This design comes from an exercise in tuning for small area, a short achievable clock period and few clock cycles per item on the open sky130 flow, not from production work.
RTL that was checked went through simulation tests only; none was proved equivalent to the original.
Function not checked in run 2: the RTL went through the layout flow alone.
No activity file was given, so power comes from the tool's default toggle rates.

==> flow/design.v (outline; a module is shown in full before it is edited, if it fits) <==
// module mux2X1: 8 lines
// module carry_lookahead_adder_8_bit: 19 lines
// module CLA_8bit_slice: 38 lines
// module carry_lookahead_adder_32_bit: 13 lines
// module mpa_bx: 6 lines
// module mpa_xor: 5 lines
// module mpa_ha: 6 lines
// module mpa_and: 5 lines
// module mpa_gp: 6 lines
// module mpa_nd: 6 lines
// module mpa_ng: 5 lines
// module mp_adder: 1061 lines
module mp_adder (
    input  wire         iAddSub,
    input  wire         iClk,
    input  wire         iRst,
    input  wire         iStart,
    input  wire [511:0] iOpA,
    input  wire [511:0] iOpB,
    output wire [512:0] oRes,
    output wire         oDone);
  // ...
==> flow/flow/run.sh <==
#!/bin/bash
# Standard ORFS layout (the standard.sh) with three changes to how it is done:
# - buffer_ports gives every input and output port a buf_1 cell (the resizer
#   still sizes them as timing needs) instead of the cell it picks by default;
# - the ports are placed in bit order round the die edge, each bit's
#   iOpA/iOpB/oRes side by side (flow/pinorder.tcl, before place_pins);
# - before the resize step's repair_design, high-fanout nets get buffer trees
#   built from their sinks' locations (flow/pre_resize.tcl, flow/tree.tcl).
set -euo pipefail
export BUFFER_PORTS_ARGS="-buffer_cell sky130_fd_sc_hd__buf_1"
export PRE_IO_PLACEMENT_TCL="$(pwd)/flow/pinorder.tcl"
export PRE_RESIZE_TCL="$(pwd)/flow/pre_resize.tcl"
bash standard.sh > standard_flow.log 2>&1
==> flow/flow/pinorder.tcl <==
# Place the ports in bit order around the die: bit i's iOpA[i], iOpB[i] and
# oRes[i] sit next to each other, bits 0..511 go round the die edge (bottom
# left to right, right edge upwards, top right to left, left edge downwards),
# and the control ports fill the gap between bit 511 and bit 0, in the
# middle of the left edge.
proc po_slots {} {
  set block [ord::get_db_block]
  set die [$block getDieArea]
  set dbu [$block getDbUnitsPerMicron]
  set W [expr {[$die xMax] / double($dbu)}]
  set H [expr {[$die yMax] / double($dbu)}]
  set m 10.0
  set slots {}
  # bottom: met2 tracks x = 0.23 + 0.46k, two tracks apart
  for {set x [expr {0.23 + 0.46 * ceil(($m - 0.23) / 0.46)}]} {$x <= $W - $m} {set x [expr {$x + 0.92}]} {
    lappend slots [list met2 $x 0.0]
  }
  # right: met3 tracks y = 0.34 + 0.68k
  for {set y [expr {0.34 + 0.68 * ceil(($m - 0.34) / 0.68)}]} {$y <= $H - $m} {set y [expr {$y + 1.36}]} {
    lappend slots [list met3 $W $y]
  }
  # top, right to left
  set top {}
  for {set x [expr {0.23 + 0.46 * ceil(($m - 0.23) / 0.46)}]} {$x <= $W - $m} {set x [expr {$x + 0.92}]} {
    lappend top [list met2 $x $H]
  }
  set slots [concat $slots [lreverse $top]]
  # left, top to bottom
  set left {}
  for {set y [expr {0.34 + 0.68 * ceil(($m - 0.34) / 0.68)}]} {$y <= $H - $m} {set y [expr {$y + 1.36}]} {
    lappend left [list met3 0.0 $y]
  }
  return [concat $slots [lreverse $left]]
}

proc po_place {name slot} {
  lassign $slot layer x y
  if {$layer == "met2"} { set sz {0.14 0.485} } else { set sz {0.8 0.3} }
  place_pin -pin_name $name -layer $layer -location [list $x $y] -pin_size $sz -force_to_die_boundary
}

proc po_all {} {
  set slots [po_slots]
  set ns [llength $slots]
  # start the ring at the middle of the left edge, so that the control ports
  # (placed last) sit in the middle of the left edge, as close to the die
  # centre as an edge port can be
  set nl 0
  foreach sl $slots { if {[lindex $sl 0] == "met3" && [lindex $sl 1] == 0.0} { incr nl } }
  set rot [expr {$ns - $nl / 2 + 3}]
  set slots [concat [lrange $slots $rot end] [lrange $slots 0 [expr {$rot - 1}]]]
  set ctrl {iClk iRst iStart iAddSub oDone oRes[512]}
  # bits spread evenly over the ring, leaving room for the control ports at the end
  set nbits 512
  set used [expr {3 * $nbits + [llength $ctrl]}]
  if {$used > $ns} { error "pinorder: $used ports but only $ns slots" }
  set step [expr {double($ns - [llength $ctrl]) / $nbits}]
  for {set i 0} {$i < $nbits} {incr i} {
    set s [expr {int(floor($i * $step))}]
    po_place "iOpA\[$i\]" [lindex $slots $s]
    po_place "iOpB\[$i\]" [lindex $slots [expr {$s + 1}]]
    po_place "oRes\[$i\]" [lindex $slots [expr {$s + 2}]]
  }
  set s [expr {$ns - [llength $ctrl]}]
  foreach c $ctrl {
    po_place $c [lindex $slots $s]
    incr s
  }
  puts "pinorder: placed [expr {3 * $nbits + [llength $ctrl]}] ports on $ns slots"
}
po_all
==> flow/flow/pre_resize.tcl <==
# Runs inside ORFS's resize step (3_4), after global placement and before its
# repair_design: every signal net with more than 12 sinks gets a buffer tree
# built from its sinks' placed locations (flow/tree.tcl), instead of the
# chain of buffers that repair_design would lay along the net.
source [file join [file dirname [info script]] tree.tcl]
bt_all 12 12 8 {sky130_fd_sc_hd__buf_4 sky130_fd_sc_hd__buf_8}
==> flow/flow/tree.tcl <==
# Buffer trees for high-fanout signal nets, built by recursive bisection of
# the sinks' placed locations (a leaf buffer drives at most LEAF sinks that
# lie close together; upper levels drive at most UP buffers each).
proc bt_split {pts maxn} {
  # pts: list of {pin x y}; returns a list of clusters of at most maxn points
  if {[llength $pts] <= $maxn} { return [list $pts] }
  set xs [lmap p $pts {lindex $p 1}]
  set ys [lmap p $pts {lindex $p 2}]
  set dx [expr {[tcl::mathfunc::max {*}$xs] - [tcl::mathfunc::min {*}$xs]}]
  set dy [expr {[tcl::mathfunc::max {*}$ys] - [tcl::mathfunc::min {*}$ys]}]
  set k [expr {$dx >= $dy ? 1 : 2}]
  set s [lsort -real -index $k $pts]
  # split into halves whose sizes are multiples of maxn where possible
  set n [llength $s]
  set nc [expr {($n + $maxn - 1) / $maxn}]
  set h [expr {(($nc + 1) / 2) * $maxn}]
  if {$h >= $n} { set h [expr {$n / 2}] }
  return [concat [bt_split [lrange $s 0 [expr {$h - 1}]] $maxn] [bt_split [lrange $s $h end] $maxn]]
}

proc bt_sinks {net} {
  set pts {}
  foreach it [$net getITerms] {
    if {[$it isOutputSignal]} { continue }
    set inst [$it getInst]
    set bb [$inst getBBox]
    set x [expr {([$bb xMin] + [$bb xMax]) / 2.0}]
    set y [expr {([$bb yMin] + [$bb yMax]) / 2.0}]
    lappend pts [list "[$inst getName]/[[$it getMTerm] getName]" $x $y]
  }
  return $pts
}

proc bt_net {netname leaf up cells} {
  set block [ord::get_db_block]
  set dbu [$block getDbUnitsPerMicron]
  set lvl 0
  set maxn $leaf
  while {1} {
    set net [$block findNet $netname]
    set pts [bt_sinks $net]
    if {[llength $pts] <= $maxn} { break }
    set cell [lindex $cells [expr {min($lvl, [llength $cells] - 1)}]]
    set i 0
    foreach cl [bt_split $pts $maxn] {
      set sx 0.0; set sy 0.0
      foreach p $cl { set sx [expr {$sx + [lindex $p 1]}]; set sy [expr {$sy + [lindex $p 2]}] }
      set cx [expr {$sx / [llength $cl] / $dbu}]
      set cy [expr {$sy / [llength $cl] / $dbu}]
      set pins [get_pins [lmap p $cl {lindex $p 0}]]
      insert_buffer -buffer_cell $cell -net [get_nets $netname] -load_pins $pins -location [list $cx $cy] \
        -buffer_name "bt_${lvl}_${i}_$netname"
      incr i
    }
    puts "bt_net $netname: level $lvl, $i buffers of $cell"
    incr lvl
    set maxn $up
  }
}

# all signal nets with more than minfo sinks (clock nets excluded)
proc bt_all {minfo leaf up cells} {
  set block [ord::get_db_block]
  set names {}
  foreach net [$block getNets] {
    if {[$net getSigType] != "SIGNAL"} { continue }
    if {[$net isSpecial]} { continue }
    set n 0
    set drv 0
    foreach it [$net getITerms] { if {[$it isOutputSignal]} { incr drv } else { incr n } }
    if {$drv != 1 || $n <= $minfo} { continue }
    if {[llength [$net getBTerms]] > 0} { continue }
    lappend names [$net getName]
  }
  foreach nm $names { bt_net $nm $leaf $up $cells }
}
==> flow/standard.sh <==
#!/bin/bash
# synth_recipe.tcl (not shown) runs the flow's synth.tcl, then flattens the netlist and writes it again
# the make line also repeats each setting of config.mk as NAME=value (left out here)
make -C /OpenROAD-flow-scripts/flow DESIGN_CONFIG=/design/flow/config.mk WORK_HOME=/design/flow/orfs CLKGATE_MAP_FILE= SYNTH_SCRIPT=/design/flow/synth_recipe.tcl "${@:-finish}"
==> flow/config.mk <==
export PLATFORM = sky130hd
export DESIGN_NAME = mp_adder
export DESIGN_NICKNAME = mp_adder
export VERILOG_FILES = /design/flow/design.v
export SDC_FILE = /design/flow/constraint.sdc
export NUM_CORES = 4
export LEC_CHECK = 0
export CAP_MARGIN = 20
export CORE_AREA = 10 10 460 460
export DIE_AREA = 0 0 470 470
export GPL_TIMING_DRIVEN = 0
export SETUP_SLACK_MARGIN = 0.8
export SLEW_MARGIN = 20
export SYNTH_HIERARCHICAL = 1
==> flow/constraint.sdc <==
create_clock -name core_clock -period 5.0 [get_ports {iClk}]
set_input_delay 1.0000 -clock core_clock [delete_from_list [all_inputs] [get_ports {iClk}]]
set_output_delay 1.0000 -clock core_clock [all_outputs]
set_load 0.01 [all_outputs]
==> notes.md, run 1 <==
- Buf/Inv on CP: 6
- Inverter count: 0
- GP Congestion: 0.8354
- Peak supply drop: 306.4 uV
- CTS H-tree depth: 4
- DRC viols: 0
- Placed insts: 7853
- Share of layout cells above drive strength 1: 5.195%
- Post-synthesis simple-gate area fraction: 11.74%
- Setup Total Neg Slack: 0 ps
- P_sw: 5.440 mW
- Internal power: 5.038 mW
- Clock sink count: 129
- Critical Path RT: 4000 ps
- Register share of the cell area: 6.279%
- CTS tree: built
- Root Buffer: clkbuf_16
- CP endpoint: oRes[315]
- WL met3: 9499 um
- Pwr top: combinational logic
- Crit path time final: 4197 ps
- Sequential Area: 2582 um^2
- Worst-path cell chain: buf_8 > buf_16 > buf_16 > clkbuf_16 > buf_12 > xor2_1 > ha_1 > a21o_1 > a21o_1 > a21o_1 > xor2_1 > buf_2
- Fin worst setup slack: 802.6 ps
- Family with the most delay on the worst path: buffers and inverters
- Number of port buffers: 1541
- Worst hold margin: 680.0 ps
- Seq power: 1.38 mW
- Flop pwr share: 13.2%
- Synth Flop Type: dfxtp_1
- Peak Freq: 0.2382 GHz
- Post-synthesis sequential element count: 129
- Top post-synthesis cells by area: xor2_1 30%, ha_1 22%, a21o_1 21%
- Setup crit end kind: output port
- Met2 Use GR: 22.77%
- Met1 GRT Util: 13.13%
- Sw Share: 51.92%
- Most Used Layer, Global Route: met2
- Status: finished clean
- Die area: 220900 um^2
- Pin count of the biggest net entering global routing: 17
- Hold WC Path Type: in2reg
Testbench counts, summed over its fixed seeds: cycles 768, items 384.
==> module mpa_and, before the edit <==
module mpa_and (
    input  wire [3:0] a, b,
    output wire [3:0] y);
    assign y = a & b;
endmodule
==> inputs of run 2 (changes only) <==
--- a/flow/design.v
+++ b/flow/design.v
@@ -83,26 +83,27 @@
     output wire [3:0] bx);
     assign bx = b ^ {4{s}};
 endmodule
 module mpa_xor (
     input  wire [3:0] a, b,
     output wire [3:0] y);
     assign y = a ^ b;
 endmodule
-module mpa_ha (
-    input  wire [3:0] a, b,
+module mpa_pg2 (
+    input  wire s,
+    input  wire [3:0] y, a,
     output wire [3:0] p, g);
-    assign p = a ^ b;
-    assign g = a & b;
+    assign p = y ^ {4{s}};
+    assign g = a & ~p;
 endmodule
 module mpa_and (
     input  wire [3:0] a, b,
     output wire [3:0] y);
-    assign y = a & b;
+    assign y = a & ~b;
 endmodule
 module mpa_gp (
     input  wire [3:0] p, g,
     output wire        G, Pc);
     assign G  = g[3] | g[2] & p[3] | g[1] & p[2] & p[3] | g[0] & p[1] & p[2] & p[3];
     assign Pc = &p;
 endmodule
 module mpa_nd (
@@ -120,26 +121,26 @@
     input  wire         iAddSub,
     input  wire         iClk,
     input  wire         iRst,
     input  wire         iStart,
     input  wire [511:0] iOpA,
     input  wire [511:0] iOpB,
     output wire [512:0] oRes,
     output wire         oDone);
-    wire [511:0] bx, p, g, c, sum;
+    wire [511:0] bx, p, g, c, sum;   
     wire [127:0] cg, cp, cc;
     reg  [127:1] rC;      
     reg         rCout;
     reg         rDone;
     wire [127:0] ci = {rC, iAddSub};
     genvar j;
     generate for (j = 0; j < 128; j = j + 1) begin : chunk
-        mpa_bx  u_bx  (.s(iAddSub), .b(iOpB[4*j +: 4]), .bx(bx[4*j +: 4]));
-        mpa_ha  u_pg  (.a(iOpA[4*j +: 4]), .b(bx[4*j +: 4]), .p(p[4*j +: 4]), .g(g[4*j +: 4]));
+        mpa_xor u_y   (.a(iOpA[4*j +: 4]), .b(iOpB[4*j +: 4]), .y(bx[4*j +: 4]));
+        mpa_pg2 u_pg  (.s(iAddSub), .y(bx[4*j +: 4]), .a(iOpA[4*j +: 4]), .p(p[4*j +: 4]), .g(g[4*j +: 4]));
         mpa_gp  u_gp  (.p(p[4*j +: 4]), .g(g[4*j +: 4]), .G(cg[j]), .Pc(cp[j]));
         assign c[4*j] = ci[j];
         mpa_ng  u_c1  (.gh(g[4*j+0]), .ph(p[4*j+0]), .gl(c[4*j+0]), .g(c[4*j+1]));
         mpa_ng  u_c2  (.gh(g[4*j+1]), .ph(p[4*j+1]), .gl(c[4*j+1]), .g(c[4*j+2]));
         mpa_ng  u_c3  (.gh(g[4*j+2]), .ph(p[4*j+2]), .gl(c[4*j+2]), .g(c[4*j+3]));
         mpa_xor u_s   (.a(p[4*j +: 4]), .b(c[4*j +: 4]), .y(sum[4*j +: 4]));
     end endgenerate
     wire G0c;
--- a/flow/flow/pinorder.tcl
+++ b/flow/flow/pinorder.tcl
@@ -1,13 +1,12 @@
 # Place the ports in bit order around the die: bit i's iOpA[i], iOpB[i] and
 # oRes[i] sit next to each other, bits 0..511 go round the die edge (bottom
 # left to right, right edge upwards, top right to left, left edge downwards),
-# and the control ports fill the gap between bit 511 and bit 0, in the
-# middle of the left edge.
+# and the control ports fill the gap between bit 511 and bit 0.
 proc po_slots {} {
   set block [ord::get_db_block]
   set die [$block getDieArea]
   set dbu [$block getDbUnitsPerMicron]
   set W [expr {[$die xMax] / double($dbu)}]
   set H [expr {[$die yMax] / double($dbu)}]
   set m 10.0
   set slots {}
@@ -37,23 +36,16 @@
   lassign $slot layer x y
   if {$layer == "met2"} { set sz {0.14 0.485} } else { set sz {0.8 0.3} }
   place_pin -pin_name $name -layer $layer -location [list $x $y] -pin_size $sz -force_to_die_boundary
 }
 
 proc po_all {} {
   set slots [po_slots]
   set ns [llength $slots]
-  # start the ring at the middle of the left edge, so that the control ports
-  # (placed last) sit in the middle of the left edge, as close to the die
-  # centre as an edge port can be
-  set nl 0
-  foreach sl $slots { if {[lindex $sl 0] == "met3" && [lindex $sl 1] == 0.0} { incr nl } }
-  set rot [expr {$ns - $nl / 2 + 3}]
-  set slots [concat [lrange $slots $rot end] [lrange $slots 0 [expr {$rot - 1}]]]
   set ctrl {iClk iRst iStart iAddSub oDone oRes[512]}
   # bits spread evenly over the ring, leaving room for the control ports at the end
   set nbits 512
   set used [expr {3 * $nbits + [llength $ctrl]}]
   if {$used > $ns} { error "pinorder: $used ports but only $ns slots" }
   set step [expr {double($ns - [llength $ctrl]) / $nbits}]
   for {set i 0} {$i < $nbits} {incr i} {
     set s [expr {int(floor($i * $step))}]
==> notes.md, run 2 <==
- Pin count of the biggest net entering global routing: 17 (unchanged)
- Main combinational cell family by area after synthesis: XOR/XNOR gates
- Clock sink count: 129 (unchanged)
- Hold Path Depth: 2
- Leading cell types in the layout, fill and taps excluded: 1539 x buf_1, 1397 x xor2_1, 788 x a21o_1, 640 x nor2_1, 512 x inv_1
- Initial drt markers: 958
- Final Cycle Share: 84.73%
- Post-DP HPWL: 133700 um
- Ys Warns: 7
- EDFF count, synth: 0
- Regs by FF count: rC x127, rCout x1, rDone x1
- RSZ-0062 raised after global routing: true
- Clk buf depth: 2
- CP max-delay cell: a21o_1
- Yosys top cell area share: 42.65%
- Worst-path maximum fanout: 12
- Avg Cell Area, Syn: 6.836 um^2
- Synth Area in Compound Gates: 25.92%
- Max reg flops: 127
- Top post-synthesis cells by area: xor2_1 43%, a21o_1 20%, dfxtp_1 8.2%
- Register area share after synthesis: 8.188%
- TritonRoute pass-1 iters: 5
- Area grow syn2layout: 37.43%
- Number of port buffers: 1541 (unchanged)
- Pre-CTS WS: -1429 ps
- Global-route usage over all layers: 12.63%
- Post-synthesis sequential element count: 129 (unchanged)
- DRC viols: 0 (unchanged)
- Syn_nets: 5642
- Crit start category: primary input
- Vias in the first global route: 34460
- Synthesized area: 31540 um^2
- Total CTS buffers: 17
- Pwr dens: 265.6 nW/um^2
- Final Hold Fails: 0
- First-pass GRT wire length: 209900 um
- Hold WC Path Type: in2reg
- I/O Pins: 0
- Setup crit end kind: flop
- Final Slew Violations: 0
- CTS clock-pin slew for the worst setup and hold paths: 80 ps
- Sequential Area: 2582 um^2 (unchanged)
- Rows: 165
- Post-synthesis simple-gate area fraction: 17.12% (+5.4 points)
- Buf/Inv on CP: 4 (-2)
- CP dominant cell by count: a21o_1
- Relative slew margins: 51.77%
- Placeable Area: 201900 um^2
- Synth Flop Type: dfxtp_1
- Setup Total Neg Slack: 0 ps (unchanged)
- Fillers: 23020
- Adder-cell share of the synthesized area: 0%
- Routed WL: 148000 um
- Arr. time, crit path: 4660 ps
- Hold Crit Start: iRst
- Non-filler cells in the finished layout: 8930
- Most flop-heavy register: rC
- Max incr delay on CP: 360 ps
- Synth cell types: 11
- Peak Freq: 0.2361 GHz (-0.92%)
- Share of layout cells above drive strength 1: 4.506% (-0.69 points)
- Vias: 34030
- Total power: 11.51 mW
- Status: finished clean
- Max Cap Viol: 0
- Die W: 470 um
- Initial antenna violation count: 24
- Post-synthesis mux area share: 0%
- Multi-input gate area: 28460 um^2
- CTS tree: built
- Post-layout net count: 7252
- Initial core utilization: 15.62%
- Critical Path RT: 5420 ps (+1420 ps)
- ANT nets after route: 0
- Post-Synthesis Cells: 4614
- GP Congestion: 0.8556 (+2.4%)
- Count leader, synth: xor2_1
- Tightest Pin Transition: 726.4 ps
- Family with the most delay on the worst path: compound AO/OA/AOI/OAI gates
- Levels on crit path: 16
- CTS H-tree depth: 4 (unchanged)
- Most common cell after layout, fill and taps aside: buf_1
- Worst-path cell chain: buf_6 > buf_12 > buf_8 > buf_8 > xor2_2 > nor2_1 > a21oi_1 > o21ai_1 > a21o_1 > a21o_1 > a21o_1 > a21o_1 > a21o_1 > a21o_1 > a21o_1 > a21o_1
- Drt via density: 3.810
- Die area: 220900 um^2 (unchanged)
- Gr ovfl total: 0
- Peak supply drop: 294.0 uV (-4.0%)
- Kind of critical path: in2reg
- Worst Hold End: rDone
- Largest area contributor in the netlist: xor2_1
- FFs w/ async S/R, synth: 0%
- Crit path time final: 4236 ps (+38.91 ps)
- Fin worst setup slack: 763.7 ps (-38.91 ps)
- Root Buffer: clkbuf_16
- Die height: 470 um
- Final setup vio count: 0
- Most common library cells after synthesis: 1536 x xor2_1, 833 x a21o_1, 640 x nor2_1, 512 x inv_1, 321 x and2_1
- Leakage: 22.88 nW
- Setup Buffers After CTS: 0
- Routed length per placed instance: 16.57 um
- Synth Area in XOR/XNOR: 42.65%
- Placed insts: 8877 (+13%)
-- run 2: cell count changes after synthesis --
| cell | change |
|---|---|
| inv_1 | +512 |
| nor2_1 | +512 |
| ha_1 | -512 |
| xor2_1 | +512 |
-- run 2: worst max-delay path by stage --
stage                     slack, ps  startpoint         to
after floorplan                1540     iOpB[1]      rCout
after global placement       -29530     iAddSub      rCout
after detailed placement      -1430     iAddSub      rCout
after CTS                       770     iAddSub  oRes[475]
after global routing            690     iAddSub  oRes[235]
final                           760     iAddSub    rC[115]
-- run 2: per-module statistics from Yosys (local to each module, per instance) --
| module | cell area, um^2 | times used | flip-flops and latches | cells inside |
|---|---|---|---|---|
| mpa_xor | 35.03 | 256 | 0 | 4 |
| mpa_nd | 13.76 | 321 | 0 | 2 |
| mpa_ng | 7.507 | 512 | 0 | 1 |
| mpa_pg2 | 65.06 | 128 | 0 | 12 |
| mpa_gp | 26.28 | 128 | 0 | 6 |
| mp_adder | 2618 | 1 | 129 | 132 |
-- run 2: power breakdown --
| part | internal, mW | total, mW | switching (mW) |
|---|---|---|---|
| Sequential | 1.28 | 1.44 | 0.167 |
| Clock | 0.780 | 1.42 | 0.638 |
| Combinational | 3.11 | 8.65 | 5.54 |
| Total | 5.16 | 11.5 | 6.35 |
-- run 2: cell families (layout without fill, tap and decap cells) --
logic type                count (synthesis)  in the layout
AOI/OAI and AO/OA                      1217           1217
and+or+nand+nor                        1219           1219
DFF                                     129            129
buffers and inverters                   513           2135
other                                     0             22
xor gates and xnor gates               1536           1536
-- run 2: area by class of cell --
cell class | instances | area share [%]
inverter | 512 | 4.434
multi-input combinational | 3972 | 65.67
clock inverter | 12 | 0.3753
clock buffer | 19 | 0.9988
sequential | 129 | 5.958
buffer | 1 | 0.01732
antenna | 22 | 0.1270
tap | 2672 | 7.713
timing repair buffer | 1591 | 14.71
-- run 2: per-stage QoR --
step	utilization (%)	hold slack, ps	instance area [um^2]
3_5_place_dp	20.36	1219	41100
2_1_floorplan	-	1064	31540
5_1_grt	21.44	600.4	43290
4_1_cts	21.02	581.3	42450
6_report	21.47	665.4	43340
3_3_place_gp	20.14	1220	40670
-- run 2: what timing repair did --
action,CTS,global route
endpoints found under the setup margin,284,112
hold buffers,0,0
resized for setup,145,129
-- run 2: routing by layer --
layer  track usage (%)  vias up  share of wire (%)  wire length (um)
li1                  -    17820                  -                 -
met1             14.40    15230                 41             61070
met2             24.01      885                 52             77370
met3             2.775       90                5.1              7518
met4             2.270        2                1.3              1987
met5                 0        -              0.011                17

separate check: timing with driven ports:
How much do the figures lean on ideal ports? The routed layouts below were timed once more, with nothing changed but the port constraints.
Step 1, drivers: a clkbuf_16 drives iClk and a buf_2 each remaining input, both assumed.
Step 2 adds t to the input delays and takes it off the output delays; t is the mean of the earliest and latest rising clock arrival at the registers after step 1. Input paths then give back, and output paths get back, about the clock's delay inside the block.
Three values: ideal, step 1, step 2; two values: the first two.
| run | t, ns | setup WS [ns] | worst setup path after step 2 | worst data-port slew with drivers (ns) | pins driven straight from the clock port |
|---|---|---|---|---|---|
| run 1 | 0.583 | 0.803 / 0.760 / 0.245 | input to register | 0.08 | 1 |
| run 2 | 0.634 | 0.764 / 0.793 / 0.190 | input to register | 0.07 | 1 |
After both steps every run listed still meets setup and hold. For run 2, which loses most, drivers alone change the setup slack by +0.029 ns; drivers and shift together by -0.574 ns.
